Background: an optimization exercise with open tools, aiming at small area. Do not read the settings as production practice. Function was checked by simulation only, so behaviour that the tests miss may differ from the original. No activity file was given, so power comes from the tool's default toggle rates.

Setup of build 90:
==> flow/design.v <==
module fifo_ao22 (input a1, input a2, input b1, input b2, output x);
   assign x = (a1 & a2) | (b1 & b2);
endmodule
module fifo_aoi222 (input a1, input a2, input b1, input b2, input c1, input c2, output y);
   assign y = ~((a1 & a2) | (b1 & b2) | (c1 & c2));
endmodule
module fifo_nand2 (input a, input b, output y);
   assign y = ~(a & b);
endmodule
module my_fifo #(
                   parameter DATA_W           = 128      ,         
                   parameter DEPTH            = 16     ,         
                   parameter UPP_TH           = 4      ,         
                   parameter LOW_TH           = 2                
                )
                (
                   input                   clk         ,
                   input                   rstn        ,
                   input                   i_wren      ,
                   input  [DATA_W - 1 : 0] i_wrdata    ,
                   output                  o_alm_full  ,
                   output                  o_full      ,
                   input                   i_rden      ,
                   output [DATA_W - 1 : 0] o_rddata    ,
                   output                  o_alm_empty ,
                   output                  o_empty
                );
localparam NS = DEPTH - 1;           
localparam NP = NS + 2;              
localparam NG = (NP + 2) / 3;        
logic [DATA_W - 1        : 0] head_rg         ;         
logic [DATA_W - 1        : 0] mem_rg [NS]     ;         
logic [3                 : 0] wrptr_rg        ;         
logic [3                 : 0] rdptr_rg        ;         
logic [NS - 1            : 0] wrsel_s         ;         
logic [NS - 1            : 0] rdsel_s         ;         
logic [$clog2(DEPTH)     : 0] dcount_rg       ;         
logic wren_s, rden_s, full_s, empty_s, one_s;
logic ld_wr_s, ld_mem_s, hold_head_s, wr_mem_s;
logic [NS - 1 : 0] we_s, hold_s;
logic [NP - 1 : 0] hsel_s;                               
assign full_s   = (dcount_rg == DEPTH);
assign empty_s  = (dcount_rg == 0);
assign one_s    = (dcount_rg == 1);
assign wren_s   = i_wren & !full_s & rstn;
assign rden_s   = i_rden & !empty_s;
assign ld_wr_s     = wren_s & (empty_s | (one_s & i_rden));
assign ld_mem_s    = rden_s & !one_s;
assign hold_head_s = !(ld_wr_s | ld_mem_s);
assign wr_mem_s    = wren_s & !ld_wr_s;
function automatic [3:0] lfsr_nx(input [3:0] p);
   lfsr_nx = {p[2:0], p[3] ^ p[2]};
endfunction
function automatic [3:0] lfsr_st(input integer k);    
   integer j;
   lfsr_st = 4'b0001;
   for (j = 0; j < k; j = j + 1) lfsr_st = lfsr_nx(lfsr_st);
endfunction
genvar k;
generate
   for (k = 0; k < NS; k++) begin : g_dec
      assign wrsel_s[k] = (wrptr_rg == lfsr_st(k));
      assign rdsel_s[k] = (rdptr_rg == lfsr_st(k));
   end
endgenerate
assign we_s   = wrsel_s & {NS{!full_s}};
assign hold_s = ~we_s;
assign hsel_s = {hold_head_s, ld_wr_s, rdsel_s & {NS{ld_mem_s}}};
genvar i, b, g;
generate
   for (i = 0; i < NS; i++) begin : g_ent
      logic [DATA_W - 1 : 0] nx;
      for (b = 0; b < DATA_W; b++) begin : g_bit
         fifo_ao22 u_mx (.a1(i_wrdata[b]), .a2(we_s[i]), .b1(mem_rg[i][b]), .b2(hold_s[i]), .x(nx[b]));
      end
      always @ (posedge clk) mem_rg[i] <= nx;
   end
   for (b = 0; b < DATA_W; b++) begin : g_rd
      logic [NP - 1 : 0]     src;
      logic [3 * NG - 1 : 0] sel_p, src_p;
      logic [NG - 1 : 0]     z;
      logic                  z2;
      for (i = 0; i < NS; i++) begin : g_src
         assign src[i] = mem_rg[i][b];
      end
      assign src[NS]     = i_wrdata[b];
      assign src[NS + 1] = head_rg[b];
      assign sel_p = {{(3 * NG - NP){1'b0}}, hsel_s};
      assign src_p = {{(3 * NG - NP){1'b0}}, src};
      for (g = 0; g < NG; g++) begin : g_grp
         if (3 * g + 2 < NP) begin : g3
            fifo_aoi222 u_ao (.a1(sel_p[3*g]), .a2(src_p[3*g]), .b1(sel_p[3*g+1]), .b2(src_p[3*g+1]),
                              .c1(sel_p[3*g+2]), .c2(src_p[3*g+2]), .y(z[g]));
         end else begin : g2
            fifo_nand2 u_n0 (.a(sel_p[3*g]), .b(src_p[3*g]), .y(z[g]));
            fifo_nand2 u_n1 (.a(sel_p[3*g+1]), .b(src_p[3*g+1]), .y(z2));
         end
      end
      always @ (posedge clk) head_rg[b] <= ~(&z & z2);
   end
endgenerate
always @ (posedge clk) begin
   if (!rstn) begin
      wrptr_rg  <= 4'b0001;
      rdptr_rg  <= 4'b0001;
      dcount_rg <= 0;
   end
   else begin
      if (wr_mem_s) wrptr_rg <= lfsr_nx(wrptr_rg);
      if (ld_mem_s) rdptr_rg <= lfsr_nx(rdptr_rg);
      if (wren_s && !rden_s)      dcount_rg <= dcount_rg + 1'b1;
      else if (!wren_s && rden_s) dcount_rg <= dcount_rg - 1'b1;
   end
end
assign o_full      = full_s;
assign o_empty     = empty_s;
assign o_alm_full  = (dcount_rg > UPP_TH);
assign o_alm_empty = (dcount_rg < LOW_TH);
assign o_rddata    = head_rg;
endmodule
==> flow/config.mk <==
export PLATFORM = sky130hd
export DESIGN_NAME = my_fifo
export DESIGN_NICKNAME = my_fifo
export VERILOG_FILES = /design/flow/design.v
export SDC_FILE = /design/flow/constraint.sdc
export NUM_CORES = 4
export LEC_CHECK = 0
export CAP_MARGIN = 20
export CORE_MARGIN = 2
export CORE_UTILIZATION = 60
export PLACE_DENSITY = 0.75
export SLEW_MARGIN = 20
export SYNTH_HIERARCHICAL = 1
export SYNTH_MINIMUM_KEEP_SIZE = 0
export BUFFER_PORTS_ARGS = -buffer_cell sky130_fd_sc_hd__buf_1
export CTS_ARGS = -sink_clustering_enable -repair_clock_nets -dont_use_dummy_load -buf_list {sky130_fd_sc_hd__clkbuf_4 sky130_fd_sc_hd__clkbuf_8} -root_buf sky130_fd_sc_hd__clkbuf_8 -sink_clustering_buffer sky130_fd_sc_hd__clkbuf_8 -sink_clustering_size 18 -sink_clustering_max_diameter 50
==> flow/constraint.sdc <==
create_clock -name core_clock -period 4.5 [get_ports {clk}]
set_input_delay 0.9000 -clock core_clock [delete_from_list [all_inputs] [get_ports {clk}]]
set_output_delay 0.9000 -clock core_clock [all_outputs]
set_load 0.01 [all_outputs]
standard.sh (not shown) runs the stock make flow with config.mk's settings and CLKGATE_MAP_FILE= SYNTH_SCRIPT=/design/flow/synth_recipe.tcl, a recipe that flattens the netlist after the stock synthesis.
==> flow/flow/run.sh <==
#!/bin/bash
# Standard ORFS layout, with small port buffers and a clock tree of small buffers without
# dummy loads.
set -euo pipefail
cat >> config.mk <<'EOF'
export BUFFER_PORTS_ARGS = -buffer_cell sky130_fd_sc_hd__buf_1
export CTS_ARGS = -sink_clustering_enable -repair_clock_nets -dont_use_dummy_load -buf_list {sky130_fd_sc_hd__clkbuf_4 sky130_fd_sc_hd__clkbuf_8} -root_buf sky130_fd_sc_hd__clkbuf_8 -sink_clustering_buffer sky130_fd_sc_hd__clkbuf_8 -sink_clustering_size 18 -sink_clustering_max_diameter 50
EOF
bash standard.sh > standard.log 2>&1
Setup changes, build 90 to build 88
- CTS_ARGS: -sink_clustering_enable -repair_clock_nets -dont_use_dummy_load -buf_list {sky130_fd_sc_hd__clkbuf_4 sky130_fd_sc_hd__clkbuf_8} -root_buf sky130_fd_sc_hd__clkbuf_8 -sink_clustering_buffer sky130_fd_sc_hd__clkbuf_8 -sink_clustering_size 18 -sink_clustering_max_diameter 50 -> -sink_clustering_enable -repair_clock_nets -dont_use_dummy_load -buf_list {sky130_fd_sc_hd__clkbuf_4 sky130_fd_sc_hd__clkbuf_8} -root_buf sky130_fd_sc_hd__clkbuf_8 -sink_clustering_buffer sky130_fd_sc_hd__clkbuf_8 -sink_clustering_size 18 -sink_clustering_max_diameter 60
- CORE_UTILIZATION: 60 -> 75
- PLACE_DENSITY: 0.75 -> 0.85
- CAP_MARGIN: 20 -> 0
- SLEW_MARGIN: 20 -> 0
==> flow/flow/run.sh <==
#!/bin/bash
# Standard ORFS layout, with small port buffers and a clock tree of small buffers without
# dummy loads.
set -euo pipefail
cat >> config.mk <<'EOF'
export BUFFER_PORTS_ARGS = -buffer_cell sky130_fd_sc_hd__buf_1
export CTS_ARGS = -sink_clustering_enable -repair_clock_nets -dont_use_dummy_load -buf_list {sky130_fd_sc_hd__clkbuf_4 sky130_fd_sc_hd__clkbuf_8} -root_buf sky130_fd_sc_hd__clkbuf_8 -sink_clustering_buffer sky130_fd_sc_hd__clkbuf_8 -sink_clustering_size 18 -sink_clustering_max_diameter 60
EOF
bash standard.sh > standard.log 2>&1
--- outcome ---
Post-route clock period utilization in build 88 is 4.5 points below build 90. Vias per cell grows by a little under 10% when moving from build 90 to build 88. Compared to build 90, the routing of build 88 uses less wire. Between build 90 and build 88, total routing usage reported by global routing is higher for build 88, build 90 comes in under that. Build 88 vs. build 90: worst hold path cell count went up by 1. Build 90 and build 88 all finish clean.
Input-level comparison between build 68 and build 88:
- CORE_UTILIZATION: 75 -> 60
- SLEW_MARGIN: 0 -> 20
- CTS_ARGS: -sink_clustering_enable -repair_clock_nets -dont_use_dummy_load -buf_list {sky130_fd_sc_hd__clkbuf_4 sky130_fd_sc_hd__clkbuf_8} -root_buf sky130_fd_sc_hd__clkbuf_8 -sink_clustering_buffer sky130_fd_sc_hd__clkbuf_8 -sink_clustering_size 18 -sink_clustering_max_diameter 60 -> -sink_clustering_enable -repair_clock_nets -dont_use_dummy_load -buf_list {sky130_fd_sc_hd__clkbuf_4 sky130_fd_sc_hd__clkbuf_8} -root_buf sky130_fd_sc_hd__clkbuf_8 -sink_clustering_buffer sky130_fd_sc_hd__clkbuf_8 -sink_clustering_size 18 -sink_clustering_max_diameter 40
- CAP_MARGIN: 0 -> 20
- PLACE_DENSITY: 0.85 -> 0.75
==> flow/flow/run.sh <==
#!/bin/bash
# Standard ORFS layout, with small port buffers and a clock tree of small buffers without
# dummy loads.
set -euo pipefail
cat >> config.mk <<'EOF'
export BUFFER_PORTS_ARGS = -buffer_cell sky130_fd_sc_hd__buf_1
export CTS_ARGS = -sink_clustering_enable -repair_clock_nets -dont_use_dummy_load -buf_list {sky130_fd_sc_hd__clkbuf_4 sky130_fd_sc_hd__clkbuf_8} -root_buf sky130_fd_sc_hd__clkbuf_8 -sink_clustering_buffer sky130_fd_sc_hd__clkbuf_8 -sink_clustering_size 18 -sink_clustering_max_diameter 40
EOF
bash standard.sh > standard.log 2>&1
[summary]
- In summary, build 88 completed successfully, with a layout that passed the timing, design-rule and antenna checks.
- Build 68 completed end to end with timing, DRC and antenna clean.
- In the flow results for build 88 and build 68, the sum of internal, switching and leakage power is larger on build 68.
- Route | build 68 vs build 88 | wire longer in build 68
- Setup slack in build 68 is smaller than in build 88.
- Build 68 vs. build 88: met3 capacity usage during global routing went down by 5.7 points.
- Re part of the total power dissipated in the clock network: build 88 and build 68 aren't equal, and the lower value belongs to build 88.
- NOTE: number of antenna violations at the first check in global routing in build 68 exceeds that of build 88

[port drivers added, routing unchanged]
Ports are ideal in the flow. The routed layouts listed here were re-timed in OpenROAD. Step 1 sets driving cells, clkbuf_16 on the clock port and buf_2 on the other inputs (assumed; they add their load-dependent delay and slew). Step 2, shift: input delay + t, output delay - t, t = (earliest + latest rising clock arrival at the registers) / 2. This alone moves slack from input paths to output paths. a / b / c = ideal ports / drivers / drivers and shift; a / b = the first two.
run	t, ns	setup slack, ns	latest minus earliest clock arrival (ns)	worst register clock-pin slew, ns	worst slew at a driven data input, ns
build 90	0.953	0.841 / 0.841 / 0.841	0.092 / 0.092	0.12 / 0.12	0.17
build 88	0.919	1.046 / 1.036 / 0.935	0.085 / 0.085	0.11 / 0.11	0.18
build 68	1.018	0.854 / 0.854 / 0.854	0.107 / 0.107	0.11 / 0.11	0.16
After both steps every run listed still meets setup and hold. For build 88, which loses most, drivers alone change the setup slack by -0.010 ns; drivers and shift together by -0.111 ns.
